What follows belongs to an exercise in optimizing a design on an open flow for small area and a short achievable clock period; a production flow would make more cautious choices. Where RTL was checked, it was by simulation tests only, not by an equivalence proof against the original. No functional check of the RTL was part of run 1. Power is estimated from default activity; no workload was simulated.

### design/flow/flow/run.sh
#!/bin/bash
# Standard ORFS layout; the only change is the cell used to buffer the ports.
set -euo pipefail
bash standard.sh finish "BUFFER_PORTS_ARGS=-buffer_cell sky130_fd_sc_hd__buf_1" > make_finish.log 2>&1
### design/flow/standard.sh
#!/bin/bash
# synth_recipe.tcl (not shown) runs the flow's synth.tcl, then flattens the netlist and writes it again
# the make line also repeats each setting of config.mk as NAME=value (left out here)
make -C /OpenROAD-flow-scripts/flow DESIGN_CONFIG=/design/flow/config.mk WORK_HOME=/design/flow/orfs CLKGATE_MAP_FILE= SYNTH_SCRIPT=/design/flow/synth_recipe.tcl "${@:-finish}"
### design/flow/config.mk
export PLATFORM = sky130hd
export DESIGN_NAME = awstm
export DESIGN_NICKNAME = awstm
export VERILOG_FILES = /design/flow/design.v
export SDC_FILE = /design/flow/constraint.sdc
export NUM_CORES = 4
export LEC_CHECK = 0
export CAP_MARGIN = 20
export CORE_MARGIN = 2
export CORE_UTILIZATION = 40
export CTS_BUF_LIST = sky130_fd_sc_hd__clkbuf_8
export PLACE_DENSITY = 0.6
export SETUP_SLACK_MARGIN = 2.8
export SLEW_MARGIN = 20
### design/flow/constraint.sdc
create_clock -name core_clock -period 6.0 [get_ports {clk}]
set_input_delay 1.2000 -clock core_clock [delete_from_list [all_inputs] [get_ports {clk}]]
set_output_delay 1.2000 -clock core_clock [all_outputs]
set_load 0.01 [all_outputs]
### design/flow/design.v
`timescale 1ns / 1ps
module awstm(
        pps,
        tevt,
        evt,
        rst_n,
        clk
    );
    input pps;
    input [31:0] tevt;
    output [31:0] evt;
    input rst_n;
    input clk;
    reg r_pps;
    reg r_pps_lock;
    reg [14:0] r_k;           
    reg [26:0] r_td;
    reg [16:0] r_awstm;
    reg [30:0] r_tmev_next;
    reg [17:0] r_set_tmev;    
    reg [10:0] r_tcor;
    reg [7:0]  r_tcor_max;    
    reg r_wrap;               
    wire evt_pps = pps & ~r_pps;
    assign evt = {r_set_tmev[17], 14'd0, r_set_tmev[16:0]};
    wire        low_zero = ~|r_td[18:0];
    wire [6:0]  a = (r_td[25:19] ^ {7{r_td[26]}}) + {6'd0, r_td[26] & low_zero};
    wire [6:0]  t1;
    wire [6:0]  t2;
    assign t1[6] = a[6];
    assign t1[5:0] = a[6:1] | a[5:0];
    assign t2[6] = t1[6];
    assign t2[5:0] = t1[6:1] ^ t1[5:0];
    wire [7:0]  tcm_next = {~(t1[1] & t1[2]), t2[0], t2[1], t2[2], t2[3], t2[4], t2[5], t2[6]};
    wire tcor_ge = r_tcor[10:3] >= r_tcor_max;
    wire [10:0] tcor_next = tcor_ge ? 11'd0 : r_tcor + 11'd1;
    wire cor_eq = (r_tcor == {r_tcor_max, 3'd0});
    wire k_to = r_k[14] & ~r_k[12] & ~r_k[9] & ~r_k[8] & ~r_k[7] & ~r_k[2] & ~r_k[1] & ~r_k[0];
    wire cor = ~r_wrap & cor_eq;
    wire inc0 = cor_eq & r_td[26];
    wire inc2 = cor_eq & ~r_td[26];
    wire at_99998 = (&r_awstm[16:15]) & (&r_awstm[10:9]) & r_awstm[7] & (&r_awstm[4:1]);
    wire at_99997 = (&r_awstm[16:15]) & (&r_awstm[10:9]) & r_awstm[7] & (&r_awstm[4:2]) & r_awstm[0];
    wire wrap_next = ~r_wrap & ((at_99998 & ~inc0) | (at_99997 & inc2));
    wire [16:0] aws_next = r_wrap ? 17'd0 : (inc2 ? r_awstm + 17'd2 : (inc0 ? r_awstm : r_awstm + 17'd1));
    wire [14:0] td_l = r_td[14:0];
    wire [11:0] td_h = r_td[26:15];
    wire [15:0] pk_l = {1'b0, td_l} + {1'b0, r_k};
    wire [11:0] td_h_p = td_h + 12'd1;
    wire [11:0] td_h_m = td_h - 12'd1;
    wire [11:0] pk_h = (r_k[14] == pk_l[15]) ? td_h : (pk_l[15] ? td_h_p : td_h_m);
    wire [14:0] pm_l = td_l + {{14{~r_td[26]}}, 1'b1};
    wire        pm_c = r_td[26] ? (&td_l) : ~|td_l;
    wire [11:0] pm_h = pm_c ? (r_td[26] ? td_h_p : td_h_m) : td_h;
    wire [26:0] td_pk = {pk_h, pk_l[14:0]};
    wire [26:0] td_pm = {pm_h, pm_l};
    wire [16:0] tm_l = r_tmev_next[16:0];
    wire        tm_hz = ~|r_tmev_next[30:17];
    wire        tm_ho = &r_tmev_next[30:17];
    wire        l_ones = &tm_l;
    wire [16:0] e = ~(tm_l ^ r_awstm);
    wire [16:0] q;
    assign q[16:0] = {e[16:1] ^ ~(r_awstm[15:0] | ~tm_l[15:0]), ~e[0]};
    wire        m_eq = tm_hz & (&e);
    wire        m_p1 = (&q) & (l_ones ? tm_ho : tm_hz);
    wire        match = m_eq | m_p1;
    wire        tm_gt = ~tm_hz | (tm_l > 17'd99999);
    wire [30:0] tm_sum = tevt[30:0] + {14'd0, tm_l};
    wire [30:0] tm_sub = r_tmev_next - 31'd99999;
    wire [30:0] tm_keep = tm_gt ? tm_sub : r_tmev_next;
    always @(posedge clk or negedge rst_n) begin
        if (rst_n == 1'b0) begin
            r_pps <= 1'b0;
            r_pps_lock <= 1'b0;
            r_k <= 15'd9999;
            r_td <= 27'd0;
            r_tcor <= 11'd0;
            r_tcor_max <= 8'd128;
            r_wrap <= 1'b0;
            r_awstm <= 17'd0;
            r_tmev_next <= 31'd0;
            r_set_tmev <= 18'd0;
        end else begin
            r_pps <= pps;
            r_tcor_max <= tcm_next;
            r_tcor <= tcor_next;
            r_wrap <= wrap_next;
            if (evt_pps) begin
                r_pps_lock <= 1'b1;
                r_k <= 15'd9999;
            end else if (k_to) begin
                r_pps_lock <= 1'b0;
                r_k <= 15'd4999;
            end else begin
                r_k <= r_k - 15'd1;
            end
            if (cor)
                r_td <= td_pm;
            else if (evt_pps)
                r_td <= td_pk;
            r_awstm <= aws_next;
            if (match)
                r_set_tmev <= {r_pps_lock, r_awstm};
            r_tmev_next <= (match & ~tm_gt) ? tm_sum : tm_keep;
        end
    end
endmodule
==> results of run 1 <==
==> logic make-up after synthesis <==
kind of cell | after synthesis
simple gates | 418
compound gates | 269
xor+xnor | 132
flops | 130
buf+inv | 98
fa+ha+maj | 83
mux | 11
other cells | 1
==> registers in the layout, indices dropped and copies added (netlist names) <==
name and flops:
r_awstm 17, r_td 27, r_k 15, r_set_tmev 18, r_tmev_next 31, r_pps_lock 1
r_pps 1, r_tcor_max 8, r_tcor 11, r_wrap 1
==> cell usage after synthesis, drive strengths merged, types with 6 or more instances <==
cell type	instances	area, sq um
a21oi	86	430
o21ai	74	370
xnor2	71	622
o22ai	9	56.3
o31ai	9	67.6
and3	18	113
or4	8	60.1
a211oi	17	133
dfrtp	121	3030
nand3	47	235
nand2	106	400
nand2b	19	126
nor2b	10	62.6
xor2	61	534
a31oi	8	50.1
ha	80	1000
o211ai	6	45.0
buf	22	153
inv	51	191
nor3	39	195
mux2i	8	80.1
o21a	6	45.0
clkbuf	25	93.8
a21o	25	188
dfstp	9	236
nor4	23	159
nand4	20	125
nor2	98	368
or3	7	43.8
==> where the power goes <==
group,switching (mW),internal [mW]
registers,0.444,1.14
logic,1.65,1.43
clock network,0.376,0.335
total,2.47,2.90
==> metrics by stage <==
stage	power (mW)	hold slack, ps	setup slack (ps)	cells	util
global route	5.90	487	2750	1540	0.459
global placement	4.44	452	2300	1494	0.431
detailed placement	4.48	456	2210	1494	0.431
finish	5.38	474	2840	1540	0.459
floorplan	3.84	438	2750	1155	-
CTS	5.26	478	2800	1537	0.451
==> layout make-up <==
type / count / area, sq um
Timing Repair Buffer: 74 / 385
Tap cell: 324 / 405
Inverter: 51 / 195
Sequential cell: 130 / 3280
Multi-Input combinational cell: 929 / 6430
Clock inverter: 13 / 113
Fill cell: 2402 / 13000
Clock buffer: 18 / 248
Timing Repair inverter: 1 / 5.00
==> per-layer routing <==
layer  wire length, um  track usage  share of wire  up-vias
met5                 0            0              0        -
met4               253       0.0422          0.010        0
met3               931       0.0351          0.039       21
met2             10900        0.308           0.45      133
met1             12000        0.273           0.50     3938
li1                  -            -              -     4200
==> worst max path at each step <==
stage,startpoint,end,slack [ps],cells after the start
CTS,r_tmev_next[1]$_DFFE_PN0P_,r_tmev_next[14]$_DFFE_PN0P_,2800,10
detailed placement,tevt[0],r_tmev_next[26]$_DFFE_PN0P_,2210,13
floorplan,tevt[0],r_tmev_next[16]$_DFFE_PN0P_,2750,12
global placement,tevt[0],r_tmev_next[26]$_DFFE_PN0P_,2300,13
global route,tevt[4],r_tmev_next[25]$_DFFE_PN0P_,2750,11
finish,tevt[4],r_tmev_next[25]$_DFFE_PN0P_,2840,11
==> critical path: stages <==
cell and delay, ps:
buf_1 100, ha_4 300, nand3_2 100, a2bb2oi_4 200
a2111oi_4 460, o21ai_2 120, a32oi_2 290, nor2b_4 230
nand4_1 110, xor2_1 190, o31ai_1 240
==> repair_timing <==
action                                 CTS  global route
pin swaps                                9             7
buffers inserted                         9             3
gates cloned                             3             0
endpoints found under the hold margin    0             0
setup endpoints to repair               57            42
gates resized for setup                 10            25
==> impl_results.md, run 1 <==
- Number of distinct library cells after synthesis: 68
- Mapped Cells: roughly 1100
- Worst-path clk slew: ~80 ps
- # hold bufs at CTS: 0
- Avg Cell Area, Syn: ~8.5 sq um
- Root Driver: clkbuf_8
- CTS Sinks: 130
- Gp weighted congestion: roughly 0.9
- Commonest non-fill, non-tap cell in the layout: dfrtp_1
- Worst hold path class: reg -> reg
- Vias in the first global route: just over 8000
- Pwr dens: ~500 nW/um^2
- Gr usage total: 0.193
- DIE HEIGHT: approximately 160 um
- Initial DRC Count: 507
- Status: no timing/DRC/antenna violations
- Vias per inst: around 5.4
- Die ar.: approximately 26000 sq um
- Crit path DAT: 3540 ps
- I/O pin count: 67
- Synth Area in Compound Gates: 0.170
- N_diodes: 0
- CTS tree: built
- Leakage: around 4.7 nW
- Worst Setup End Kind: flop
- Yosys warning count: 1
- Post-synthesis adder-cell area fraction: 0.109
- Critical R2R Capture: r_tmev_next[12]$_DFFE_PN0P_
- Fmax: 317 MHz
- Detailed Routing Iterations Pass 1: 6
- Max-slew violation count: 0
- Cell area after placement: between 10000 and 15000 sq um
- Post-layout min period: approximately 3200 ps
- MaxCap Viol Count: 0
- Slew @ Worst Pin: just under 800 ps
- Hold Startpoint: r_k[0]$_DFF_PN1_
- Largest fanout on the critical path: 4
- Core Box Area: 24100 sq um
- Cts bufs inserted: 17
- R2R Path Start: r_tmev_next[0]$_DFFE_PN0P_
- DRC: 0
- Slew margin rel.: 0.467
- Simple-Gate Fraction of Synth Area: 0.211
- Pin count of the biggest net entering global routing: ~50
- Max Clock Skew: 15.5 ps
- Required time of the worst setup path: between 6000 and 7000 ps
- Max Root-Sink Buffers: 2
- H-Tree Depth: 4
- EDFF count, synth: 0
- Total negative setup slack: 0 ps
- Clock latency on the worst-skew pair: 470 ps
- Startpoint class of the critical path: primary input
- Mux contribution to synthesized area: 0.0117
- Share of layout cells above drive strength 1: 0.102
- Crit path kind: in -> reg
- Final setup violation count: 0
- Post-DP HPWL: 17.1 mm
- Global-route wire length before repair: approximately 41 mm
- Most frequent cells in the layout: 114 x dfrtp_1, 105 x nand2_1, 98 x nor2_1, 85 x a21oi_1, 75 x ha_1
- Final hold violations: 0
- Final nets: 1322
- Crit share post-route: 0.526
- Reg2reg setup slack: between 2000 and 3000 ps
- Most used DFF post-synth: dfrtp_1
- RSZ-0062 raised after global routing: yes
- Row cnt: 57
- Xor/xnor cell area share of the yosys netlist: 0.118
- Final Cell Area: 11100 sq um
- Starting Density: 0.405
- Area Growth Syn to Fin: 13.3%
- Post-synth ARST share: 1.00
- Area of the mapped netlist: 9760 sq um
- Hold EP: r_k[0]$_DFF_PN1_
- Seq/Total Area, Yosys: 0.335
- Overall die width: between 150 and 200 um
- Hold path cells: 1
- Reg2Reg Depth: 10
- Total gr overflow: 0
- Count of port buffers added during placement: 51
- Vias after detailed routing: approximately 8300
- Worst vdd ir: between 0.2 and 0.25 mV
- Yosys reg bits: between 100 and 150
- Initial antenna violation count: 0
- WL final: approximately 24 mm
- Routed WL per cell: ~16 um
- Routed Antenna Nets: 0
- Largest family of logic cells by synthesized area: simple AND/OR/NAND/NOR gates
==> run 2: changes to the inputs <==
--- a/design/flow/design.v
+++ b/design/flow/design.v
@@ -21,5 +21,4 @@
     reg [10:0] r_tcor;
     reg [7:0]  r_tcor_max;    
-    reg r_wrap;               
     wire evt_pps = pps & ~r_pps;
     assign evt = {r_set_tmev[17], 14'd0, r_set_tmev[16:0]};
@@ -37,11 +36,9 @@
     wire cor_eq = (r_tcor == {r_tcor_max, 3'd0});
     wire k_to = r_k[14] & ~r_k[12] & ~r_k[9] & ~r_k[8] & ~r_k[7] & ~r_k[2] & ~r_k[1] & ~r_k[0];
-    wire cor = ~r_wrap & cor_eq;
+    wire cor = ~aws_wrap & cor_eq;
     wire inc0 = cor_eq & r_td[26];
     wire inc2 = cor_eq & ~r_td[26];
-    wire at_99998 = (&r_awstm[16:15]) & (&r_awstm[10:9]) & r_awstm[7] & (&r_awstm[4:1]);
-    wire at_99997 = (&r_awstm[16:15]) & (&r_awstm[10:9]) & r_awstm[7] & (&r_awstm[4:2]) & r_awstm[0];
-    wire wrap_next = ~r_wrap & ((at_99998 & ~inc0) | (at_99997 & inc2));
-    wire [16:0] aws_next = r_wrap ? 17'd0 : (inc2 ? r_awstm + 17'd2 : (inc0 ? r_awstm : r_awstm + 17'd1));
+    wire aws_wrap = (&r_awstm[16:15]) & (&r_awstm[10:9]) & r_awstm[7] & (r_awstm[5] | (&r_awstm[4:0]));
+    wire [16:0] aws_next = aws_wrap ? 17'd0 : (inc2 ? r_awstm + 17'd2 : (inc0 ? r_awstm : r_awstm + 17'd1));
     wire [14:0] td_l = r_td[14:0];
     wire [11:0] td_h = r_td[26:15];
@@ -77,5 +74,4 @@
             r_tcor <= 11'd0;
             r_tcor_max <= 8'd128;
-            r_wrap <= 1'b0;
             r_awstm <= 17'd0;
             r_tmev_next <= 31'd0;
@@ -85,5 +81,4 @@
             r_tcor_max <= tcm_next;
             r_tcor <= tcor_next;
-            r_wrap <= wrap_next;
             if (evt_pps) begin
                 r_pps_lock <= 1'b1;
--- a/design/flow/config.mk
+++ b/design/flow/config.mk
@@ -11,4 +11,4 @@
 export CTS_BUF_LIST = sky130_fd_sc_hd__clkbuf_8
 export PLACE_DENSITY = 0.6
-export SETUP_SLACK_MARGIN = 2.8
+export SETUP_SLACK_MARGIN = 3.0
 export SLEW_MARGIN = 20
==> impl_results.md, run 2 <==
- Fmax: 328 MHz
- Slew @ Worst Pin: between 900 and 1000 ps
- Routed Antenna Nets: 0
- Cell area after placement: 10600 sq um
- Starting Density: 0.404
- Vias in the first global route: roughly 8400
- Leakage: roughly 4.8 nW
- Routed WL per cell: around 16 um
- CTS tree: built
- CTS Sinks: about 130
- Yosys warning count: 1
- Largest fanout on the critical path: 6
- Vias per inst: roughly 5.6
- Top Registers: r_tmev_next x31, r_td x27, r_set_tmev x18
- Top reg by flops: r_tmev_next
- Global-route wire length before repair: 42.9 mm
- Post-layout min period: a little over 3000 ps
- Crit path kind: in -> reg
- Hold slack final: approximately 470 ps
- Final hold violations: 0
- Gp weighted congestion: 0.852
- Hold Startpoint: r_k[0]$_DFF_PN1_
- Fill cells: ~2400
- EDFF count, synth: 0
- Root Driver: clkbuf_8
- N_diodes: 0
- Cell Chain, Critical Path: buf_6 > ha_4 > inv_2 > fa_2 > nor2b_2 > o2111ai_2 > a31oi_2 > a41o_1 > nand4_1 > buf_6 > a211oi_4 > xnor2_1 > o31ai_1
- DIE HEIGHT: ~160 um
- Most frequent cells in the layout: 117 x dfrtp_1, 105 x nor2_1, 92 x nand2_1, 84 x xnor2_1, 76 x a21oi_1
- Slew margin rel.: 0.331
- WL final: roughly 26 mm
- Post-DP HPWL: about 18 mm
- Worst path slowest cell: fa_2
- Clock latency on the worst-skew pair: between 400 and 500 ps
- Initial antenna violation count: 0
- Final Cell Area: 11800 sq um
- Most common cell on crit path: buf_6
- DRC: 0
- Commonest non-fill, non-tap cell in the layout: dfrtp_1
- Reg2reg setup slack: slightly above 3000 ps
- Row cnt: between 50 and 60
- Initial DRC Count: between 600 and 700
- Count of port buffers added during placement: 51
- Seq/Total Area, Yosys: 0.322
- Core Box Area: around 25000 sq um
- Pwr dens: between 400 and 500 nW/um^2
- Proportion of netlist area held by the largest area contributor: 0.299
- Most used DFF post-synth: dfrtp_1
- H-Tree Depth: 4
- Mapped Cells: 1171
- Startpoint class of the critical path: primary input
- Crit share post-route: 0.508
- Critical R2R Capture: r_tmev_next[30]$_DFFE_PN0P_
- DP Worst Slack: between 2000 and 2500 ps
- Gr usage total: 0.201
- R2R Path Start: r_tmev_next[0]$_DFFE_PN0P_
- Worst hold path class: reg -> reg
- Vias after detailed routing: 8911
- Pin count of the biggest net entering global routing: 71
- Area Growth Syn to Fin: 17.8%
- Total power: between 5 and 6 mW
- Area leader, netlist: dfrtp_1
- Cts bufs inserted: 17
- Share of layout cells above drive strength 1: 0.142
- Total gr overflow: 0
- Crit path launch: tevt[0]
- Required time of the worst setup path: 6330 ps
- Detailed Routing Iterations Pass 1: 5
- Number of distinct library cells after synthesis: just over 70
- Final nets: approximately 1400
- Worst Setup EP: r_tmev_next[24]$_DFFE_PN0P_
- Max reg flops: 31
- Crit path DAT: ~3400 ps
- PnR worst setup slack: roughly 3000 ps
- Overall die width: roughly 160 um
- Status: no timing/DRC/antenna violations
- Synth area leaders: dfrtp_1 30%, ha_1 10%, xnor2_1 7.5%, xor2_1 4.5%, nor2_1 4.1%
- Max Clock Skew: between 15 and 20 ps
- RSZ-0062 raised after global routing: yes
- Worst-path clk slew: 80 ps
- Area of the multi-input gates: 6870 sq um
- Worst Setup End Kind: flop
- Max Root-Sink Buffers: 2
- Post-synth ARST share: 1.00
- Final setup violation count: 0
- Crit path largest cell delay: approximately 340 ps
- Total negative setup slack: 0 ps
- Most common cell in the netlist: dfrtp_1
- Avg Cell Area, Syn: 8.58 sq um
- Area of the mapped netlist: approximately 10000 sq um
- Worst vdd ir: 0.218 mV
- Max-slew violation count: 0
- I/O pin count: 67
- MaxCap Viol Count: 0
- # hold bufs at CTS: 0
- Synth top cells by count: 120 x dfrtp_1, 109 x nor2_1, 92 x nand2_1
- Yosys reg bits: about 130
- Register area: 3240 sq um
- Reg2Reg Depth: 9
- Die ar.: about 26000 sq um
## run 2: cell count changes after synthesis, moves of 7 or more
cell and change:
xor2_1 -9, o21ai_0 -11, nand3_1 -8, nand2b_1 -7
nor2_1 +11, nand2_1 -13, xnor2_1 +15, o21ai_1 +15
## run 2: worst min-delay path by stage
stage / end / depth (start not counted)
after CTS: r_k[0]$_DFF_PN1_ / 1
after detailed placement: r_k[0]$_DFF_PN1_ / 1
after floorplan: r_k[0]$_DFF_PN1_ / 1
after global placement: r_k[0]$_DFF_PN1_ / 1
after global routing: r_k[0]$_DFF_PN1_ / 1
final: r_k[0]$_DFF_PN1_ / 1
## run 2: layout make-up
cell class / count / share of cell area
inverter: 49 / 0.0155
sequential: 129 / 0.274
multi-input combinational: 960 / 0.580
clock buffer: 18 / 0.0209
timing repair buffer: 95 / 0.0607
tap: 330 / 0.0349
clock inverter: 13 / 0.0137
## run 2: cell families after synthesis
family                   after synthesis  share of synthesized area
AO/OA/AOI/OAI                        288                      0.181
other                                  1                   0.000373
buffers and inverters                102                     0.0481
AND/OR/NAND/NOR                      416                      0.207
multiplexers                          13                     0.0143
flip-flops                           129                      0.322
adder cells (fa/ha/maj)               84                      0.107
XOR/XNOR                             138                      0.120
## run 2: repair_timing
| item | CTS | global route |
|---|---|---|
| setup endpoints to repair | 62 | 74 |
| gates cloned | 9 | 1 |
| pin swaps | 26 | 24 |
| gates resized for setup | 30 | 50 |
| setup buffers | 21 | 10 |
## run 2: metrics by stage
stage                     utilization  std cells
after floorplan                     -       1184
after global placement          0.426       1522
after detailed placement        0.426       1522
after CTS                       0.462       1583
after global routing            0.475       1594
final                           0.475       1594
## run 2: power by group
part	leakage, nW	internal [mW]	total [mW]	switching (mW)
clock network	0.195	0.420	0.788	0.369
registers	1.57	1.11	1.49	0.374
logic	3.01	1.38	3.02	1.64
total	4.78	2.91	5.29	2.38
## run 2: metal layers
metal / track usage / routed length [um] / vias to the layer above / share of wire
met4: 0.0378 / 223 / 0 / 0.0085
met5: 0 / 0 / - / 0
met1: 0.297 / 13100 / 4280 / 0.50
met2: 0.311 / 11600 / 242 / 0.44
met3: 0.0336 / 1380 / 20 / 0.053
li1: - / - / 4369 / -
## run 2: critical path, delay by kind of cell
family                   cells  cell delay [ps]
buffers and inverters        3              280
XOR/XNOR                     1              100
adder cells (fa/ha/maj)      2              470
AND/OR/NAND/NOR              2              270
AO/OA/AOI/OAI                5             1060
==> run 3: changes to the inputs <==
--- a/design/flow/config.mk
+++ b/design/flow/config.mk
@@ -11,4 +11,4 @@
 export CTS_BUF_LIST = sky130_fd_sc_hd__clkbuf_8
 export PLACE_DENSITY = 0.6
-export SETUP_SLACK_MARGIN = 3.0
+export SETUP_SLACK_MARGIN = 2.8
 export SLEW_MARGIN = 20
==> impl_results.md, run 3 <==
- DIE HEIGHT: around 160 um
- PnR worst setup slack: 2940 ps
- Number of distinct library cells after synthesis: approximately 70
- Area of the mapped netlist: roughly 10000 sq um
- Crit path kind: in -> reg
- Clock latency on the worst-skew pair: between 400 and 500 ps
- Pin count of the biggest net entering global routing: 66
- Overall die width: between 150 and 200 um
- Gr usage total: 0.192
- Initial DRC Count: 664
- Max-slew violation count: 0
- Root Driver: clkbuf_8
- Yosys reg bits: around 130
- # hold bufs at CTS: 0
- Final hold violations: 0
- Row cnt: 58
- Slew @ Worst Pin: 987 ps
- DP Worst Slack: around 2100 ps
- Proportion of netlist area held by the largest area contributor: 0.299
- MaxCap Viol Count: 0
- Final nets: around 1400
- Most common cell in the netlist: dfrtp_1
- Largest fanout on the critical path: 7
- Area Growth Syn to Fin: 12.8%
- Required time of the worst setup path: about 6400 ps
- Max Root-Sink Buffers: 2
- Most frequent cells in the layout: 117 x dfrtp_1, 106 x nor2_1, 92 x nand2_1, 86 x xnor2_1
- Worst Setup End Kind: flop
- Final Cell Area: 11300 sq um
- Status: no timing/DRC/antenna violations
- Hold slack final: 468 ps
- Mapped Cells: around 1200
- Cell area after placement: 10500 sq um
- EDFF count, synth: 0
- Worst hold path class: reg -> reg
- Area leader, netlist: dfrtp_1
- Initial antenna violation count: 0
- Pwr dens: between 400 and 500 nW/um^2
- Starting Density: 0.404
- Commonest non-fill, non-tap cell in the layout: dfrtp_1
- N_diodes: 0
- Worst-path clk slew: roughly 80 ps
- Final setup violation count: 0
- Global-route wire length before repair: ~41 mm
- Vias after detailed routing: ~8700
- Total gr overflow: 0
- CTS tree: built
- Top Registers: r_tmev_next x31, r_td x27, r_set_tmev x18
- Post-synth ARST share: 1.00
- Leakage: 4.67 nW
- Gp weighted congestion: 0.868
- RSZ-0062 raised after global routing: no
- WL final: roughly 25 mm
- Seq/Total Area, Yosys: 0.322
- Total negative setup slack: 0 ps
- Synth top cells by count: 120 x dfrtp_1, 109 x nor2_1, 92 x nand2_1
- Worst vdd ir: 0.176 mV
- Max Clock Skew: between 10 and 15 ps
- Die ar.: approximately 26000 sq um
- Startpoint class of the critical path: primary input
- Yosys warning count: 1
- Most used DFF post-synth: dfrtp_1
- CTS Sinks: roughly 130
- Slew margin rel.: 0.341
- Crit path DAT: 3420 ps
- Avg Cell Area, Syn: 8.58 sq um
- DRC: 0
- Vias in the first global route: slightly above 8000
- Routed Antenna Nets: 0
- Share of layout cells above drive strength 1: 0.110
- Max reg flops: 31
- Count of port buffers added during placement: 51
- Post-DP HPWL: about 18 mm
- Routed WL per cell: between 15 and 20 um
- Top reg by flops: r_tmev_next
- Detailed Routing Iterations Pass 1: 5
- Synth area leaders: dfrtp_1 30%, ha_1 10%, xnor2_1 7.5%, xor2_1 4.5%, nor2_1 4.1%
- Cts bufs inserted: 17
- Core Box Area: approximately 25000 sq um
- H-Tree Depth: 4
- Post-layout min period: between 3000 and 4000 ps
- Fmax: around 330 MHz
- Crit share post-route: 0.509
- Final Util: 0.455
- I/O pin count: between 60 and 70
- Vias per inst: roughly 5.5
run 3: cell types whose count changed in the layout (fill, tap and decap cells not counted), moves of 4 or more:
cell      before  now
ha_4           8    1
buf_12         9    3
ha_1          73   79
o21ai_1       23   18
a211oi_1      15   19
buf_4         29   25
o21ai_0       55   59
run 3: area by class of cell:
cell class / count / area (sq um)
Fill cell: 2496 / 13600
Multi-Input combinational cell: 961 / 6610
Sequential cell: 129 / 3250
Timing Repair Buffer: 84 / 494
Tap cell: 330 / 413
Clock buffer: 18 / 248
Inverter: 49 / 184
Clock inverter: 14 / 141
run 3: cells by family (layout without fill, tap and decap cells):
family	count (synthesis)	in the layout	share of synthesized area
simple gates	416	420	0.207
buf+inv	102	165	0.0481
other cells	1	14	0.000373
flops	129	129	0.322
compound gates	288	292	0.181
xor+xnor	138	138	0.120
mux	13	13	0.0143
fa+ha+maj	84	84	0.107
run 3: power breakdown:
part / internal, mW / total [mW] / switching, mW
Clock: 0.378 / 0.749 / 0.371
Sequential: 1.11 / 1.49 / 0.378
Combinational: 1.30 / 2.87 / 1.57
Total: 2.79 / 5.11 / 2.31
run 3: final timing paths:
kind                            slack, ps                          end                   startpoint  cells after the start
min in group asynchronous             670          r_td[5]$_DFFE_PN0P_                        rst_n                      1
worst max register to register       2950   r_tmev_next[0]$_DFFE_PN0P_  r_tmev_next[19]$_DFFE_PN0P_                      9
worst min register to register        470             r_k[0]$_DFF_PN1_             r_k[0]$_DFF_PN1_                      1
worst min-delay path                  470             r_k[0]$_DFF_PN1_             r_k[0]$_DFF_PN1_                      1
worst max-delay path                 2940  r_tmev_next[24]$_DFFE_PN0P_                      tevt[0]                     13
max in group asynchronous            4140  r_tmev_next[19]$_DFFE_PN0P_                        rst_n                      2
run 3: what timing repair did:
item | 4_1_cts | 5_1_grt
buffers inserted | 11 | 12
cloned | 2 | 6
setup endpoints to repair | 41 | 45
gates resized for setup | 11 | 26
pin swaps | 4 | 12
run 3: routing by layer:
layer | track usage | share of wire
met1 | 0.274 | 0.50
met2 | 0.305 | 0.45
met3 | 0.0341 | 0.045
met4 | 0.0402 | 0.0074
met5 | 0 | 0
run 3: critical path: stages:
cell and delay (ps):
clkbuf_2 100, ha_4 150, inv_2 40, fa_2 350, nor2b_2 150, o2111ai_2 140, a31oi_2 220, a41o_1 220
nand4_1 110, buf_6 170, a211oi_1 270, xnor2_1 100, o31ai_1 190
run 3: per-stage QoR:
step           power [mW]  std cells
3_5_place_dp         4.22       1522
4_1_cts              5.04       1567
5_1_grt              5.59       1585
6_report             5.11       1585
2_1_floorplan        3.61       1184
3_3_place_gp         4.17       1521
==> run 4: changes to the inputs <==
--- a/design/flow/design.v
+++ b/design/flow/design.v
@@ -40,5 +40,18 @@
     wire inc2 = cor_eq & ~r_td[26];
     wire aws_wrap = (&r_awstm[16:15]) & (&r_awstm[10:9]) & r_awstm[7] & (r_awstm[5] | (&r_awstm[4:0]));
-    wire [16:0] aws_next = aws_wrap ? 17'd0 : (inc2 ? r_awstm + 17'd2 : (inc0 ? r_awstm : r_awstm + 17'd1));
+    wire        aws_c1 = inc2 | (~cor_eq & r_awstm[0]);
+    wire [16:0] aws_sum;
+    assign aws_sum[0] = r_awstm[0] ^ ~cor_eq;
+    genvar gw;
+    generate
+        for (gw = 1; gw < 17; gw = gw + 1) begin : g_aws
+            if (gw == 1) begin : g1
+                assign aws_sum[gw] = r_awstm[gw] ^ aws_c1;
+            end else begin : gn
+                assign aws_sum[gw] = r_awstm[gw] ^ (aws_c1 & (&r_awstm[gw-1:1]));
+            end
+        end
+    endgenerate
+    wire [16:0] aws_next = aws_wrap ? 17'd0 : aws_sum;
     wire [14:0] td_l = r_td[14:0];
     wire [11:0] td_h = r_td[26:15];
@@ -63,6 +76,23 @@
     wire        match = m_eq | m_p1;
     wire        tm_gt = ~tm_hz | (tm_l > 17'd99999);
-    wire [30:0] tm_sum = tevt[30:0] + {14'd0, tm_l};
-    wire [30:0] tm_sub = r_tmev_next - 31'd99999;
+    wire [17:0] tm_sl = {1'b0, tm_l} + {1'b0, tevt[16:0]};
+    wire [17:0] tm_dl = {1'b0, tm_l} + 18'd31073;
+    wire [13:0] tm_h = r_tmev_next[30:17];
+    wire [13:0] sum_h;
+    wire [13:0] sub_h;
+    genvar gt;
+    generate
+        for (gt = 0; gt < 14; gt = gt + 1) begin : g_tmh
+            if (gt == 0) begin : g0
+                assign sum_h[gt] = tevt[17] ^ tm_sl[17];
+                assign sub_h[gt] = tm_h[gt] ^ ~tm_dl[17];
+            end else begin : gn
+                assign sum_h[gt] = tevt[17+gt] ^ (tm_sl[17] & (&tevt[16+gt:17]));
+                assign sub_h[gt] = tm_h[gt] ^ (~tm_dl[17] & ~|tm_h[gt-1:0]);
+            end
+        end
+    endgenerate
+    wire [30:0] tm_sum = {sum_h, tm_sl[16:0]};
+    wire [30:0] tm_sub = {sub_h, tm_dl[16:0]};
     wire [30:0] tm_keep = tm_gt ? tm_sub : r_tmev_next;
     always @(posedge clk or negedge rst_n) begin
--- a/design/flow/config.mk
+++ b/design/flow/config.mk
@@ -8,7 +8,7 @@
 export CAP_MARGIN = 20
 export CORE_MARGIN = 2
-export CORE_UTILIZATION = 40
+export CORE_UTILIZATION = 60
 export CTS_BUF_LIST = sky130_fd_sc_hd__clkbuf_8
-export PLACE_DENSITY = 0.6
+export PLACE_DENSITY = 0.75
 export SETUP_SLACK_MARGIN = 2.8
 export SLEW_MARGIN = 20
==> impl_results.md, run 4 <==
- Status: no timing/DRC/antenna violations
- Proportion of netlist area held by the largest area contributor: 0.313
- Slew @ Worst Pin: 785 ps
- Worst hold path class: reg -> reg
- Total negative setup slack: 0 ps
- Crit path kind: reg -> reg
- DIE HEIGHT: between 100 and 150 um
- Routed WL per cell: roughly 15 um
- Largest fanout on the critical path: 13
- CTS Sinks: 129
- Hold Startpoint: r_k[0]$_DFF_PN1_
- Sw Ratio: 0.434
- I/O pin count: 67
- Initial antenna violation count: 0
- Largest family of logic cells by synthesized area: simple AND/OR/NAND/NOR gates
- Top reg by flops: r_tmev_next
- R2R Path Start: r_td[26]$_DFFE_PN0P_
- Worst Setup End Kind: flop
- Required time of the worst setup path: about 6300 ps
- Final nets: between 1000 and 1500
- CTS tree: built
- Max reg flops: 31
- Top Registers: r_tmev_next x31, r_td x27, r_set_tmev x18
- Synth top cells by count: 120 x dfrtp_1, 109 x nand2_1, 96 x nor2_1
- P_int: around 2.8 mW
- Yosys warning count: 1
- Worst vdd ir: around 0.34 mV
- Critical R2R Capture: r_td[14]$_DFFE_PN0P_
- Post-synthesis adder-cell area fraction: 0.112
- Post-layout min period: between 3000 and 4000 ps
- Vias per inst: 5.79
- Fmax: approximately 320 MHz
- Leakage: 4.69 nW
- Post-synth ARST share: 1.00
- P_sw: ~2.2 mW
- Die ar.: between 15000 and 20000 sq um
- Clock latency on the worst-skew pair: between 400 and 500 ps
- Worst-path clk slew: approximately 70 ps
- Most used DFF post-synth: dfrtp_1
- Startpoint class of the critical path: flop
- Number of distinct library cells after synthesis: slightly below 80
- Most common cell in the netlist: dfrtp_1
- Pin count of the biggest net entering global routing: 52
- Routed wl met3: ~840 um
- Synth area leaders: dfrtp_1 31%, ha_1 11%, xnor2_1 7.3%, nand2_1 4.3%, o21ai_0 4.1%
- Detailed Routing Iterations Pass 1: 5
- Slew margin rel.: 0.475
- Vias after detailed routing: 8082
- Clock Power Share: 0.157
- Gp weighted congestion: ~0.86
- Hold slack final: between 400 and 500 ps
- Area Growth Syn to Fin: 10.8%
- Mux contribution to synthesized area: 0.00875
- Share of layout cells above drive strength 1: 0.0941
- Gate power share: 0.545
- Final Util: 0.673
- Crit path DAT: about 3500 ps
- Most frequent cells in the layout: 116 x dfrtp_1, 108 x nand2_1, 95 x nor2_1, 81 x ha_1, 80 x xnor2_1
- Initial DRC Count: 381
- Routed Antenna Nets: 0
- Seq/Total Area, Yosys: 0.338
- Core Box Area: between 15000 and 20000 sq um
- EDFF count, synth: 0
- Total gr overflow: 0
- Count of port buffers added during placement: 51
- DR WL met2: about 9.7 mm
- N_diodes: 0
- Vias in the first global route: between 7000 and 8000
- Row cnt: 46
- Gr usage total: 0.254
- Max Root-Sink Buffers: 2
- Global-route wire length before repair: around 35 mm
- Synth Area in Compound Gates: 0.173
- WL final: 21.1 mm
- Area leader, netlist: dfrtp_1
- Hold path cells: 1
- Simple-Gate Fraction of Synth Area: 0.210
- Reg2Reg Depth: 11
- Yosys reg bits: between 100 and 150
- Xor/xnor cell area share of the yosys netlist: 0.111
- Mapped Cells: 1105
- Starting Density: 0.608
- Final hold violations: 0
- Post-DP HPWL: ~15 mm
- Root Driver: clkbuf_8
- RSZ-0062 raised after global routing: yes
- Flop pwr share: 0.299
- Crit share post-route: 0.525
- Area of the mapped netlist: 9580 sq um
- Hold EP: r_k[0]$_DFF_PN1_
- Max-slew violation count: 0
- Overall die width: around 130 um
- Final setup violation count: 0
- DRC: 0
- Avg Cell Area, Syn: just under 9 sq um
- Commonest non-fill, non-tap cell in the layout: dfrtp_1
- Uppermost routed layer: met4
- Max Clock Skew: around 14 ps
- Reg2reg setup slack: approximately 2800 ps
- Pwr dens: ~470 nW/um^2
- MaxCap Viol Count: 0
- Cts bufs inserted: 17
- Wire length on met1: a little over 10 mm
- H-Tree Depth: 4
- # hold bufs at CTS: 0
-- run 4: cell types whose count changed after synthesis, moves of 6 or more --
cell      before  now
o21ai_0       61   79
nand2_1       92  109
a21oi_1       80   64
o21ai_1       17    3
nor2_1       109   96
o22ai_1       12    1
xor2_1        52   41
a211oi_1      22   14
clkbuf_1      27   21
xnor2_1       86   80
-- run 4: final cells by class --
type | count | area (sq um)
Timing Repair Buffer | 75 | 395
Inverter | 51 | 195
Clock buffer | 21 | 289
Sequential cell | 129 | 3240
Clock inverter | 11 | 125
Multi-Input combinational cell | 891 | 6090
Timing Repair inverter | 1 | 5.00
Fill cell | 1358 | 5150
Tap cell | 216 | 270
-- run 4: kinds of logic after synthesis --
logic type,count (synthesis)
XOR/XNOR,121
multiplexers,8
adder cells (fa/ha/maj),84
AO/OA/AOI/OAI,260
flip-flops,129
AND/OR/NAND/NOR,404
buffers and inverters,98
other,1
-- run 4: power by group through the flow --
stage | registers, mW | clock network [mW] | logic, mW
6_report | 1.50 | 0.788 | 2.74
5_1_grt | 1.54 | 0.839 | 3.07
2_1_floorplan | 1.34 | 0 | 2.17
3_5_place_dp | 1.49 | 0 | 2.57
4_1_cts | 1.49 | 0.801 | 2.67
3_3_place_gp | 1.49 | 0 | 2.49
-- run 4: per-stage QoR --
stage	cells	cell area (sq um)	setup WS, ps	power [mW]
finish	1395	10600	2850	5.02
global route	1395	10600	2700	5.45
CTS	1389	10500	2800	4.95
detailed placement	1347	9940	2220	4.06
global placement	1347	9940	2320	3.98
floorplan	1118	9650	2650	3.52
-- run 4: routing by layer --
metal	vias to the layer above	track usage
met5	-	0
met4	0	0.0601
met3	19	0.0525
met2	163	0.402
met1	3852	0.363
li1	4048	-
-- run 4: how the worst max path moves through the flow --
stage,from,to,slack (ps),cells after the start
after floorplan,tevt[8],r_tmev_next[18]$_DFFE_PN0P_,2650,13
after global placement,tevt[5],r_tmev_next[18]$_DFFE_PN0P_,2320,14
after detailed placement,tevt[4],r_tmev_next[18]$_DFFE_PN0P_,2220,14
after CTS,r_awstm[9]$_DFF_PN0_,r_tmev_next[26]$_DFFE_PN0P_,2800,11
after global routing,r_td[26]$_DFFE_PN0P_,r_td[14]$_DFFE_PN0P_,2700,11
final,r_td[26]$_DFFE_PN0P_,r_td[14]$_DFFE_PN0P_,2850,11
-- run 4: critical path: stages (launching register included) --
cell and delay (ps):
dfrtp_2 540, clkinvlp_4 140, buf_4 180, fa_1 430
a211o_1 310, a21oi_1 180, o21ai_0 190, a21oi_2 230
a311oi_1 140, xnor2_1 170, and3_1 190, or3_1 350
-- run 4: timing repair --
action                     in CTS  in global routing
gates cloned                    1                  0
buffers inserted                9                  6
setup endpoints to repair      42                 39
gates resized for setup        13                 21
pin swaps                       2                  3
==> run 5: changes to the inputs <==
--- a/design/flow/config.mk
+++ b/design/flow/config.mk
@@ -8,7 +8,8 @@
 export CAP_MARGIN = 20
 export CORE_MARGIN = 2
-export CORE_UTILIZATION = 60
+export CORE_UTILIZATION = 40
 export CTS_BUF_LIST = sky130_fd_sc_hd__clkbuf_8
-export PLACE_DENSITY = 0.75
+export PLACE_DENSITY = 0.6
 export SETUP_SLACK_MARGIN = 2.8
 export SLEW_MARGIN = 20
+export TNS_END_PERCENT = 5
==> impl_results.md, run 5 <==
- Initial antenna violation count: 0
- Routed Antenna Nets: 0
- Max-slew violation count: 0
- Gr usage total: 0.175
- Share of layout cells above drive strength 1: 0.0954
- Largest fanout on the critical path: 9
- Avg Cell Area, Syn: 8.67 sq um
- Total power: roughly 5.2 mW
- Simple-Gate Fraction of Synth Area: 0.210
- Hold Startpoint: r_k[0]$_DFF_PN1_
- Starting Density: 0.408
- Area of the mapped netlist: between 9000 and 10000 sq um
- Status: no timing/DRC/antenna violations
- EDFF count, synth: 0
- Row cnt: 56
- Final hold violations: 0
- Core Box Area: 23500 sq um
- Area Growth Syn to Fin: 12.7%
- Final setup violation count: 0
- Die ar.: 25200 sq um
- Cts bufs inserted: 17
- Detailed Routing Iterations Pass 1: 5
- Reg2Reg Depth: 10
- Most frequent cells in the layout: 116 x dfrtp_1, 108 x nand2_1, 96 x nor2_1, 80 x xnor2_1, 79 x ha_1
- DIE HEIGHT: about 160 um
- Pin count of the biggest net entering global routing: 53
- # hold bufs at CTS: 0
- Pwr dens: roughly 480 nW/um^2
- Vias after detailed routing: about 8000
- Total gr overflow: 0
- Post-synth ARST share: 1.00
- Total negative setup slack: 0 ps
- Number of distinct library cells after synthesis: approximately 80
- Top Registers: r_tmev_next x31, r_td x27, r_set_tmev x18
- CTS Sinks: 129
- Post-DP HPWL: 16.3 mm
- Post-synthesis adder-cell area fraction: 0.112
- Max reg flops: 31
- Vias per inst: 5.34
- Largest family of logic cells by synthesized area: simple AND/OR/NAND/NOR gates
- Leakage: around 4.7 nW
- Yosys warning count: 1
- Seq/Total Area, Yosys: 0.338
- Mapped Cells: approximately 1100
- Fmax: 317 MHz
- I/O pin count: 67
- Top reg by flops: r_tmev_next
- H-Tree Depth: 4
- Worst hold path class: reg -> reg
- Crit path DAT: 3530 ps
- Synth area leaders: dfrtp_1 31%, ha_1 11%, xnor2_1 7.3%, nand2_1 4.3%, o21ai_0 4.1%
- Crit share post-route: 0.526
- Root Driver: clkbuf_8
- DRC: 0
- Global-route wire length before repair: roughly 37 mm
- Slew margin rel.: 0.476
- Area leader, netlist: dfrtp_1
- Commonest non-fill, non-tap cell in the layout: dfrtp_1
- Count of port buffers added during placement: 51
- Final Util: 0.460
- Crit path launch: r_k[4]$_DFF_PN0_
- Slew @ Worst Pin: a little under 800 ps
- Most used DFF post-synth: dfrtp_1
- Worst-path clk slew: roughly 80 ps
- Startpoint class of the critical path: flop
- Vias in the first global route: 7604
- Final nets: approximately 1300
- Synth top cells by count: 120 x dfrtp_1, 109 x nand2_1, 96 x nor2_1
- Synth Area in Compound Gates: 0.173
- Most common cell in the netlist: dfrtp_1
- Proportion of netlist area held by the largest area contributor: 0.313
- WL final: ~22 mm
- R2R Path Start: r_k[4]$_DFF_PN0_
- Worst vdd ir: between 0.15 and 0.2 mV
- CTS tree: built
- Overall die width: 159 um
- RSZ-0062 raised after global routing: yes
- Mux contribution to synthesized area: 0.00875
- N_diodes: 0
- Worst Setup End Kind: flop
- Initial DRC Count: between 500 and 600
- Post-layout min period: around 3200 ps
- Yosys reg bits: about 130
- Hold path cells: 1
- Hold slack final: 468 ps
- Clock latency on the worst-skew pair: roughly 450 ps
- Max Root-Sink Buffers: 2
- Routed WL per cell: ~15 um
- MaxCap Viol Count: 0
- Crit path kind: reg -> reg
- Gp weighted congestion: about 0.84
- Xor/xnor cell area share of the yosys netlist: 0.111
- Required time of the worst setup path: about 6400 ps
- Max Clock Skew: between 15 and 20 ps
run 5: logic make-up after synthesis:
| logic type | Yosys count |
|---|---|
| flip-flops | 129 |
| adder cells (fa/ha/maj) | 84 |
| AO/OA/AOI/OAI | 260 |
| other | 1 |
| AND/OR/NAND/NOR | 404 |
| buffers and inverters | 98 |
| multiplexers | 8 |
| XOR/XNOR | 121 |
run 5: stage by stage:
stage               instances  setup slack, ps  area [sq um]
finish                   1493             2840         10800
global route             1493             2690         10800
CTS                      1481             2730         10600
detailed placement       1449             2200         10100
global placement         1449             2200         10100
floorplan                1118             2650          9640
run 5: worst paths after layout:
kind,slack (ps),end
setup / recovery,2840,r_td[19]$_DFFE_PN0P_
hold / removal,470,r_k[0]$_DFF_PN1_
setup reg to reg,2840,r_td[19]$_DFFE_PN0P_
hold reg to reg,470,r_k[0]$_DFF_PN1_
max in group asynchronous,4060,r_k[14]$_DFF_PN0_
min in group asynchronous,790,r_tcor[2]$_DFF_PN0_
run 5: what timing repair did:
item,in CTS,in global routing
cloned,0,0
endpoints found under the setup margin,40,42
buffers inserted,0,12
pin swaps,0,4
resized for setup,13,24
run 5: cell type report:
cell class	count	area [sq um]
Tap cell	319	399
Sequential cell	129	3240
Multi-Input combinational cell	891	6130
Timing Repair Buffer	71	345
Fill cell	2280	12700
Clock buffer	17	234
Inverter	51	191
Clock inverter	15	254
run 5: critical path: stages (launching register included):
cell and delay (ps):
dfrtp_1 440, ha_1 370, or3_1 400, and4_4 200, and3b_1 200, o31a_1 320
or2_4 270, a221o_4 490, buf_4 170, o21ai_0 90, xnor2_1 140
run 5: per-layer routing:
layer | global-route usage | vias to the layer above | part of all wire
met5 | 0 | - | 0
met4 | 0.0379 | 0 | 0.0095
met3 | 0.0313 | 18 | 0.030
met2 | 0.280 | 110 | 0.46
met1 | 0.248 | 3808 | 0.50
li1 | - | 4038 | -
run 5: power breakdown:
part,switching (mW),internal [mW],total (mW)
combinational,1.45,1.27,2.72
clock,0.394,0.543,0.937
sequential,0.377,1.12,1.50
total,2.22,2.93,5.15
==> run 6: changes to the inputs <==
--- a/design/flow/config.mk
+++ b/design/flow/config.mk
@@ -13,3 +13,2 @@
 export SETUP_SLACK_MARGIN = 2.8
 export SLEW_MARGIN = 20
-export TNS_END_PERCENT = 5
==> impl_results.md, run 6 <==
- Status: no timing/DRC/antenna violations
- Commonest non-fill, non-tap cell in the layout: dfrtp_1
- MaxCap Viol Count: 0
- Final setup violation count: 0
- DIE HEIGHT: 159 um
- CTS Sinks: 129
- Area of the mapped netlist: 9580 sq um
- Fmax: about 320 MHz
- Most used DFF post-synth: dfrtp_1
- Max-slew violation count: 0
- Worst-path clk slew: approximately 80 ps
- Area leader, netlist: dfrtp_1
- Yosys reg bits: about 130
- Max Clock Skew: 19.4 ps
- Routed WL per cell: approximately 15 um
- Crit path largest cell delay: between 400 and 500 ps
- Max reg flops: 31
- Initial antenna violation count: 0
- Global-route wire length before repair: ~37 mm
- Number of distinct library cells after synthesis: roughly 80
- Avg Cell Area, Syn: 8.67 sq um
- Worst path slowest cell: a221o_4
- Vias after detailed routing: 8009
- Cts bufs inserted: 17
- Largest fanout on the critical path: 11
- Post-DP HPWL: ~16 mm
- Clock Power Share: 0.180
- Total gr overflow: 0
- Final hold violations: 0
- Flop pwr share: 0.285
- Initial DRC Count: 493
- Synth area leaders: dfrtp_1 31%, ha_1 11%, xnor2_1 7.3%, nand2_1 4.3%, o21ai_0 4.1%
- Gp weighted congestion: around 0.82
- Top reg by flops: r_tmev_next
- Slew margin rel.: 0.395
- Hold Startpoint: r_k[0]$_DFF_PN1_
- EDFF count, synth: 0
- Pwr dens: 478 nW/um^2
- Mapped Cells: 1105
- Slew @ Worst Pin: about 900 ps
- N_diodes: 0
- Crit path kind: reg -> reg
- H-Tree Depth: 4
- Fill cells: between 2000 and 2500
- Pin count of the biggest net entering global routing: 68
- Required time of the worst setup path: 6360 ps
- Die ar.: between 20000 and 30000 sq um
- Clock latency on the worst-skew pair: between 400 and 500 ps
- Core Box Area: between 20000 and 25000 sq um
- Root Driver: clkbuf_8
- Startpoint class of the critical path: flop
- Max Root-Sink Buffers: 2
- DRC: 0
- Area Growth Syn to Fin: 13.8%
- Total negative setup slack: 0 ps
- Sw Ratio: 0.431
- Top Registers: r_tmev_next x31, r_td x27, r_set_tmev x18
- Starting Density: 0.408
- Yosys warning count: 1
- Vias per inst: approximately 5.4
- P_sw: approximately 2.2 mW
- I/O pin count: 67
- R2R Path Start: r_k[4]$_DFF_PN0_
- Seq/Total Area, Yosys: 0.338
- Synth top cells by count: 120 x dfrtp_1, 109 x nand2_1, 96 x nor2_1
- Post-synth ARST share: 1.00
- Most common cell in the netlist: dfrtp_1
- Share of layout cells above drive strength 1: 0.104
- Worst hold path class: reg -> reg
- Gr usage total: 0.178
- P_int: 2.97 mW
- Proportion of netlist area held by the largest area contributor: 0.313
- Post-layout min period: approximately 3100 ps
- WL final: between 20 and 25 mm
- Row cnt: between 50 and 60
- RSZ-0062 raised after global routing: yes
- Overall die width: 159 um
- Worst vdd ir: ~0.27 mV
- Worst Setup End Kind: flop
- Crit path DAT: approximately 3500 ps
- Leakage: 4.72 nW
- CTS tree: built
- Crit share post-route: 0.522
- Cell Chain, Critical Path: ha_1 > or3_1 > and4_4 > and3b_1 > o31a_1 > or2_4 > a221o_4 > a31oi_1 > a2bb2oi_1
- Hold slack final: about 470 ps
- Final nets: 1284
- Detailed Routing Iterations Pass 1: 5
- Crit path launch: r_k[4]$_DFF_PN0_
- Count of port buffers added during placement: 51
- Vias in the first global route: 7625
- Routed Antenna Nets: 0
- Gate power share: 0.535
- Most frequent cells in the layout: 116 x dfrtp_1, 108 x nand2_1, 95 x nor2_1, 80 x xnor2_1, 80 x ha_1
[run 6: kinds of logic after synthesis]
group,synth area share
DFF,0.338
adders and majority gates,0.112
AOI/OAI and AO/OA,0.174
other,0.000391
and+or+nand+nor,0.210
buffers and inverters,0.0465
xor gates and xnor gates,0.111
muxes,0.00875
[run 6: worst paths after layout]
kind,endpoint,slack [ps],cells past startpoint
setup / recovery,r_td[26]$_DFFE_PN0P_,2870,9
hold / removal,r_k[0]$_DFF_PN1_,470,1
setup reg to reg,r_td[26]$_DFFE_PN0P_,2870,9
hold reg to reg,r_k[0]$_DFF_PN1_,470,1
max in group asynchronous,r_k[9]$_DFF_PN1_,4200,2
min in group asynchronous,r_tcor[1]$_DFF_PN0_,870,1
[run 6: layer usage]
layer | vias up | GRT usage | wire length (um)
met1 | 3836 | 0.252 | 11200
met5 | - | 0 | 0
met3 | 20 | 0.0332 | 659
met4 | 0 | 0.0459 | 246
li1 | 4052 | - | -
met2 | 101 | 0.279 | 10100
[run 6: final cells by class]
cell class | count | area [sq um] | share of cell area
clock inverters | 15 | 254 | 0.0233
repair buffers | 74 | 409 | 0.0375
flip-flops and latches | 129 | 3240 | 0.297
clock buffers | 17 | 234 | 0.0214
inverters | 51 | 195 | 0.0179
well taps | 319 | 399 | 0.0366
multi-input cells | 891 | 6170 | 0.565
repair inverters | 1 | 5.00 | 0.000459
[run 6: power by group through the flow]
stage	logic [mW]	clock network, mW	registers [mW]
6_report	2.79	0.939	1.49
5_1_grt	3.15	0.997	1.53
4_1_cts	2.65	0.963	1.49
3_5_place_dp	2.56	0	1.50
3_3_place_gp	2.52	0	1.50
2_1_floorplan	2.17	0	1.34
[run 6: through the flow]
| stage | power [mW] | worst slack [ps] | utilization | area, sq um | cells |
|---|---|---|---|---|---|
| 5_1_grt | 5.68 | 2770 | 0.465 | 10900 | 1497 |
| 6_report | 5.21 | 2870 | 0.465 | 10900 | 1497 |
| 2_1_floorplan | 3.52 | 2650 | - | 9650 | 1118 |
| 3_3_place_gp | 4.02 | 2200 | 0.429 | 10100 | 1447 |
| 4_1_cts | 5.11 | 2690 | 0.454 | 10700 | 1485 |
| 3_5_place_dp | 4.07 | 2180 | 0.429 | 10100 | 1447 |
[run 6: timing repair]
action / 4_1_cts / 5_1_grt
setup buffers: 5 / 12
endpoints found under the setup margin: 44 / 37
hold buffers: 0 / 0
pin swaps: 2 / 9
gates cloned: 1 / 0
resized for setup: 15 / 31
[run 6: worst max-delay path, delay by kind of cell (launching register included)]
kind | cells | cell delay, ps
and+or+nand+nor | 4 | 1040
AOI/OAI and AO/OA | 4 | 1180
adders and majority gates | 1 | 370
DFF | 1 | 440
==> run 7: changes to the inputs <==
--- a/design/flow/design.v
+++ b/design/flow/design.v
@@ -95,5 +95,5 @@
     wire [30:0] tm_sum = {sum_h, tm_sl[16:0]};
     wire [30:0] tm_sub = {sub_h, tm_dl[16:0]};
-    wire [30:0] tm_keep = tm_gt ? tm_sub : r_tmev_next;
+    wire [30:0] tm_keep = tm_gt ? tm_sub : {14'd0, tm_l};
     always @(posedge clk or negedge rst_n) begin
         if (rst_n == 1'b0) begin
==> impl_results.md, run 7 <==
- Status: no timing/DRC/antenna violations
- Count of port buffers added during placement: 51
- Slew @ Worst Pin: slightly below 900 ps
- Most used DFF post-synth: dfrtp_1
- Most frequent cells in the layout: 118 x dfrtp_1, 97 x nand2_1, 92 x nor2_1, 81 x ha_1, 74 x o21ai_0
- Post-DP HPWL: 16.1 mm
- Routed Antenna Nets: 0
- Root Driver: clkbuf_8
- Pwr dens: 364 nW/um^2
- Core Box Area: around 23000 sq um
- Worst-path clk slew: roughly 80 ps
- N_diodes: 0
- Mapped Cells: between 1000 and 1500
- Die ar.: about 25000 sq um
- DIE HEIGHT: 159 um
- EDFF count, synth: 0
- WL final: between 20 and 25 mm
- Total negative setup slack: 0 ps
- Slew margin rel.: 0.405
- Area leader, netlist: dfrtp_1
- Vias per inst: ~5.4
- Yosys warning count: 1
- Most common cell in the netlist: dfrtp_1
- Vias in the first global route: ~7400
- Area Growth Syn to Fin: 11.1%
- Total gr overflow: 0
- # hold bufs at CTS: 0
- Pin count of the biggest net entering global routing: 62
- Global-route wire length before repair: roughly 37 mm
- Final hold violations: 0
- Fmax: 322 MHz
- MaxCap Viol Count: 0
- Overall die width: 159 um
- Max Clock Skew: roughly 14 ps
- Avg Cell Area, Syn: between 8 and 9 sq um
- RSZ-0062 raised after global routing: yes
- Crit share post-route: 0.517
- Detailed Routing Iterations Pass 1: 5
- Startpoint class of the critical path: primary input
- Leakage: 4.58 nW
- Top reg by flops: r_tmev_next
- Initial DRC Count: roughly 520
- Routed WL per cell: about 15 um
- Initial antenna violation count: 0
- Top Registers: r_tmev_next x31, r_td x27, r_set_tmev x18
- Row cnt: between 50 and 60
- Largest fanout on the critical path: 3
- Max-slew violation count: 0
- Synth area leaders: dfrtp_1 31%, ha_1 11%, xor2_1 5.9%, xnor2_1 5.5%, o21ai_0 4.0%
- CTS Sinks: 129
- Post-synth ARST share: 1.00
- Seq/Total Area, Yosys: 0.339
- Worst vdd ir: 0.175 mV
- Gp weighted congestion: just under 0.9
- Cts bufs inserted: 17
- Vias after detailed routing: around 8100
- Total power: between 3 and 4 mW
- Worst hold path class: reg -> reg
- Yosys reg bits: between 100 and 150
- H-Tree Depth: 4
- Crit path DAT: 3430 ps
- Starting Density: 0.407
- Max Root-Sink Buffers: 2
- Clock latency on the worst-skew pair: roughly 450 ps
- Required time of the worst setup path: between 6000 and 7000 ps
- Gr usage total: 0.182
- Max reg flops: 31
- Worst Setup End Kind: flop
- Area of the mapped netlist: 9550 sq um
- Final nets: 1277
- Proportion of netlist area held by the largest area contributor: 0.314
- Synth top cells by count: 120 x dfrtp_1, 100 x nand2_1, 92 x nor2_1
- Commonest non-fill, non-tap cell in the layout: dfrtp_1
- Final setup violation count: 0
- Reg2reg setup slack: ~3000 ps
- DRC: 0
- Crit path kind: in -> reg
- I/O pin count: 67
- Post-layout min period: about 3100 ps
- Share of layout cells above drive strength 1: 0.0837
- CTS tree: built
- Number of distinct library cells after synthesis: 70
run 7: cell types whose count changed in the layout (fill, tap and decap cells not counted), sizes merged, moves of 6 or more:
| cell | before | now |
|---|---|---|
| nand3 | 35 | 46 |
| o22ai | 1 | 12 |
| nand2 | 110 | 101 |
| xnor2 | 80 | 60 |
| a21oi | 64 | 70 |
| xor2 | 41 | 64 |
| nor4 | 18 | 26 |
| or3 | 7 | 14 |
| nand4 | 23 | 30 |
run 7: logic make-up after synthesis:
group / Yosys count / synth area share
AOI/OAI and AO/OA: 262 / 0.174
xor gates and xnor gates: 124 / 0.114
buffers and inverters: 94 / 0.0447
DFF: 129 / 0.339
and+or+nand+nor: 402 / 0.209
muxes: 7 / 0.00734
other: 1 / 0.000393
adders and majority gates: 84 / 0.112
run 7: worst max-delay path: stages:
cell     delay (ps)
buf_1            80
ha_1            280
a21o_1          170
a21oi_2         170
nor2b_1         110
o41a_1          450
a21oi_4         240
o21ai_0         110
a21o_1          190
ha_1            180
xnor2_1         150
o22ai_1         100
run 7: layer usage:
metal,GRT usage,wire length [um]
met5,0,0
met4,0.0661,328
met3,0.0256,741
met2,0.280,9950
met1,0.261,11200
run 7: power by group:
group          switching [mW]  internal [mW]  total, mW  leakage, nW
Clock                   0.347          0.336      0.682        0.200
Sequential              0.254           1.06       1.31         1.59
Combinational            1.01          0.854       1.87         2.79
Total                    1.61           2.25       3.86         4.58
run 7: stage by stage:
step                setup slack [ps]  utilization  hold WS (ps)  cell area, sq um  std cells
global placement                2330        0.427           450             10000       1446
finish                          2900        0.452           466             10600       1490
detailed placement              2290        0.427           451             10000       1446
floorplan                       2800            -           438              9610       1116
global route                    2750        0.452           482             10600       1490
CTS                             2750        0.443           469             10400       1479
run 7: repair_timing:
action                                 4_1_cts  5_1_grt
pin swaps                                    1        4
endpoints found under the hold margin        0        0
resized for setup                            8       33
setup buffers                                1       10
setup endpoints to repair                   21       40
gates cloned                                 0        1
run 7: cell type report:
type | count | area (sq um)
clock inverter | 13 | 86.3
multi-input combinational | 893 | 6090
timing repair buffer | 72 | 357
inverter | 45 | 174
tap | 319 | 399
sequential | 129 | 3240
clock buffer | 19 | 262
fill | 2389 | 12900
run 7: path summary, 6_finish.rpt:
path                             startpoint                        end  cells after the start
max                                 tevt[1]  r_tmev_next[18]$_DFF_PN0_                     12
min                        r_k[0]$_DFF_PN1_           r_k[0]$_DFF_PN1_                      1
max reg2reg                r_k[8]$_DFF_PN1_       r_td[25]$_DFFE_PN0P_                     10
min reg2reg                r_k[0]$_DFF_PN1_           r_k[0]$_DFF_PN1_                      1
max in group asynchronous             rst_n       r_td[26]$_DFFE_PN0P_                      2
min in group asynchronous             rst_n        r_td[7]$_DFFE_PN0P_                      1
==> run 8: changes to the inputs <==
--- a/design/flow/config.mk
+++ b/design/flow/config.mk
@@ -8,7 +8,7 @@
 export CAP_MARGIN = 20
 export CORE_MARGIN = 2
-export CORE_UTILIZATION = 40
+export CORE_UTILIZATION = 60
 export CTS_BUF_LIST = sky130_fd_sc_hd__clkbuf_8
-export PLACE_DENSITY = 0.6
+export PLACE_DENSITY = 0.75
 export SETUP_SLACK_MARGIN = 2.8
 export SLEW_MARGIN = 20
==> impl_results.md, run 8 <==
- Global-route wire length before repair: about 35 mm
- Largest fanout on the critical path: 3
- Worst-path clk slew: ~80 ps
- Crit path largest cell delay: around 430 ps
- Total gr overflow: 0
- RSZ-0062 raised after global routing: yes
- Slew @ Worst Pin: 989 ps
- Initial DRC Count: 509
- Cell area after placement: 9890 sq um
- Placed Cells: approximately 1300
- Final Util: 0.667
- Root Driver: clkbuf_8
- Final nets: approximately 1300
- Clock Power Share: 0.209
- Fill cells: 1325
- Cell Chain, Critical Path: buf_1 > ha_1 > a21o_1 > a21oi_2 > nor2b_1 > o41a_1 > a21oi_2 > o21ai_0 > a21o_1 > ha_1 > xnor2_1 > o22ai_1
- Area of the mapped netlist: approximately 9600 sq um
- Commonest non-fill, non-tap cell in the layout: dfrtp_1
- Final setup violation count: 0
- MaxCap Viol Count: 0
- Row cnt: 46
- Reg2Reg Depth: 10
- Worst path slowest cell: o41a_1
- Overall die width: approximately 130 um
- Synth area leaders: dfrtp_1 31%, ha_1 11%, xor2_1 5.9%, xnor2_1 5.5%, o21ai_0 4.0%
- Hold Startpoint: r_k[0]$_DFF_PN1_
- Count of port buffers added during placement: between 50 and 60
- WL final: roughly 21 mm
- Top reg by flops: r_tmev_next
- Share of layout cells above drive strength 1: 0.0773
- Max reg flops: 31
- Top Registers: r_tmev_next x31, r_td x27, r_set_tmev x18
- Sw Ratio: 0.412
- DIE HEIGHT: ~130 um
- Total power: around 4.0 mW
- Gr usage total: 0.260
- Routed Antenna Nets: 0
- Area of the multi-input gates: around 6000 sq um
- Gp weighted congestion: 0.883
- Cts bufs inserted: 17
- Vias after detailed routing: a little over 8000
- Gate power share: 0.466
- Hold slack final: about 470 ps
- Number of distinct library cells after synthesis: 70
- H-Tree Depth: 4
- Post-synth ARST share: 1.00
- Vias per inst: 5.85
- Hold path cells: 1
- Synth top cells by count: 120 x dfrtp_1, 100 x nand2_1, 92 x nor2_1
- Status: no timing/DRC/antenna violations
- Register area: about 3200 sq um
- Worst hold path class: reg -> reg
- Core Box Area: roughly 16000 sq um
- Worst Setup End Kind: flop
- Yosys reg bits: 129
- Final Cell Area: between 10000 and 15000 sq um
- Most used DFF post-synth: dfrtp_1
- Crit share post-route: 0.515
- Avg Cell Area, Syn: slightly below 9 sq um
- Flop pwr share: 0.325
- Fmax: about 320 MHz
- Crit-path leading delay family: compound AO/OA/AOI/OAI gates
- Pwr dens: 382 nW/um^2
- Detailed Routing Iterations Pass 1: 5
- Crit path DAT: ~3400 ps
- PnR worst setup slack: 2910 ps
- Seq/Total Area, Yosys: 0.339
- Leakage: roughly 4.6 nW
- Initial antenna violation count: 0
- Non-filler cells in the finished layout: 1381
- Max-slew violation count: 0
- Area Growth Syn to Fin: 9.76%
- Required time of the worst setup path: between 6000 and 7000 ps
- Max Clock Skew: between 10 and 15 ps
- Die ar.: between 15000 and 20000 sq um
- DP Worst Slack: between 2000 and 2500 ps
- Crit path kind: in -> reg
- R2R Path Start: r_td[1]$_DFFE_PN0P_
- Post-layout min period: 3090 ps
- Area leader, netlist: dfrtp_1
- Final hold violations: 0
- Most common cell in the netlist: dfrtp_1
- P_int: 2.35 mW
- Proportion of netlist area held by the largest area contributor: 0.314
- Routed WL per cell: roughly 15 um
- Worst vdd ir: roughly 0.32 mV
- P_sw: ~1.7 mW
- EDFF count, synth: 0
- Startpoint class of the critical path: primary input
- CTS tree: built
- Pin count of the biggest net entering global routing: 64
- Clock latency on the worst-skew pair: between 400 and 500 ps
- Max Root-Sink Buffers: 2
- Starting Density: 0.608
- CTS Sinks: 129
- Critical R2R Capture: r_td[25]$_DFFE_PN0P_
- DRC: 0
- Total negative setup slack: 0 ps
- I/O pin count: 67
- Yosys warning count: 1
- Buffers and inverters on the worst path: 1
- Most frequent cells in the layout: 119 x dfrtp_1, 97 x nand2_1, 92 x nor2_1, 81 x ha_1, 76 x o21ai_0
- Post-DP HPWL: ~15 mm
- Vias in the first global route: 7485
- Slew margin rel.: 0.339
- Reg2reg setup slack: just under 3000 ps
- Crit path launch: tevt[1]
- Hold EP: r_k[0]$_DFF_PN1_
- N_diodes: 0
- Mapped Cells: ~1100
## run 8: cell counts after synthesis
No cell type changed its count.
## run 8: area by class of cell
type | instances | share of cell area
clock buffers | 17 | 0.0223
clock inverters | 15 | 0.0198
inverters | 45 | 0.0166
multi-input cells | 893 | 0.577
flip-flops and latches | 129 | 0.309
well taps | 216 | 0.0258
repair buffers | 66 | 0.0297
## run 8: logic make-up (layout without fill, tap and decap cells)
kind of cell | Yosys count | count (layout) | share of synthesized area
AO/OA/AOI/OAI | 262 | 262 | 0.174
XOR/XNOR | 124 | 124 | 0.114
adder cells (fa/ha/maj) | 84 | 84 | 0.112
buffers and inverters | 94 | 143 | 0.0447
flip-flops | 129 | 129 | 0.339
multiplexers | 7 | 7 | 0.00734
other | 1 | 14 | 0.000393
AND/OR/NAND/NOR | 402 | 402 | 0.209
## run 8: layer usage
layer / part of all wire / GRT usage / vias to the layer above / wire (um)
met3: 0.045 / 0.0521 / 35 / 950
met4: 0.017 / 0.0848 / 0 / 366
met1: 0.47 / 0.356 / 3832 / 10100
met5: 0 / 0 / - / 0
li1: - / - / 4028 / -
met2: 0.46 / 0.415 / 177 / 9920
## run 8: repair_timing
| action | 4_1_cts | 5_1_grt |
|---|---|---|
| hold buffers | 0 | 0 |
| setup endpoints to repair | 20 | 35 |
| setup buffers | 1 | 6 |
| hold endpoints to repair | 0 | 0 |
| pin swaps | 0 | 4 |
| gates resized for setup | 7 | 17 |
## run 8: power by group through the flow
stage	registers [mW]	logic, mW	clock network (mW)
after floorplan	1.20	1.53	0
after global placement	1.31	1.72	0
after detailed placement	1.32	1.77	0
after CTS	1.29	1.81	0.847
after global routing	1.33	2.12	0.891
final	1.30	1.87	0.836
## run 8: how the worst max path moves through the flow
stage | cells past startpoint | endpoint | slack (ps)
after floorplan | 11 | r_tmev_next[18]$_DFF_PN0_ | 2800
after global placement | 13 | r_tmev_next[16]$_DFFE_PN0P_ | 2390
after detailed placement | 11 | r_td[14]$_DFFE_PN0P_ | 2360
after CTS | 10 | r_td[25]$_DFFE_PN0P_ | 2820
after global routing | 11 | r_td[14]$_DFFE_PN0P_ | 2710
final | 12 | r_tmev_next[18]$_DFF_PN0_ | 2910

==> separate check: timing with driven ports <==
The flow's constraints put no driver on any port. The routed layouts listed below were extracted and timed again, unchanged, in two steps. Step 1 assumes that a clkbuf_16 drives the clock port and a buf_2 every other input. Step 2, shift: input delay + t, output delay - t, t = (earliest + latest rising clock arrival at the registers) / 2. This alone moves slack from input paths to output paths. Three values: no drivers, after step 1, after step 2; two values: the first two.
run	t, ns	setup slack, ns	worst setup path at the end
run 1	0.501	2.842 / 2.857 / 2.356	input to register
run 2	0.481	2.952 / 2.950 / 2.469	input to register
run 3	0.495	2.943 / 2.949 / 2.460	input to register
run 4	0.491	2.847 / 2.847 / 2.410	input to register
run 5	0.484	2.844 / 2.844 / 2.393	input to register
run 6	0.495	2.869 / 2.869 / 2.465	input to register
run 7	0.486	2.898 / 2.915 / 2.428	input to register
run 8	0.496	2.912 / 2.931 / 2.435	input to register
After both steps every run listed still meets setup and hold. For run 1, which loses most, drivers alone change the setup slack by +0.015 ns; drivers and shift together by -0.486 ns.
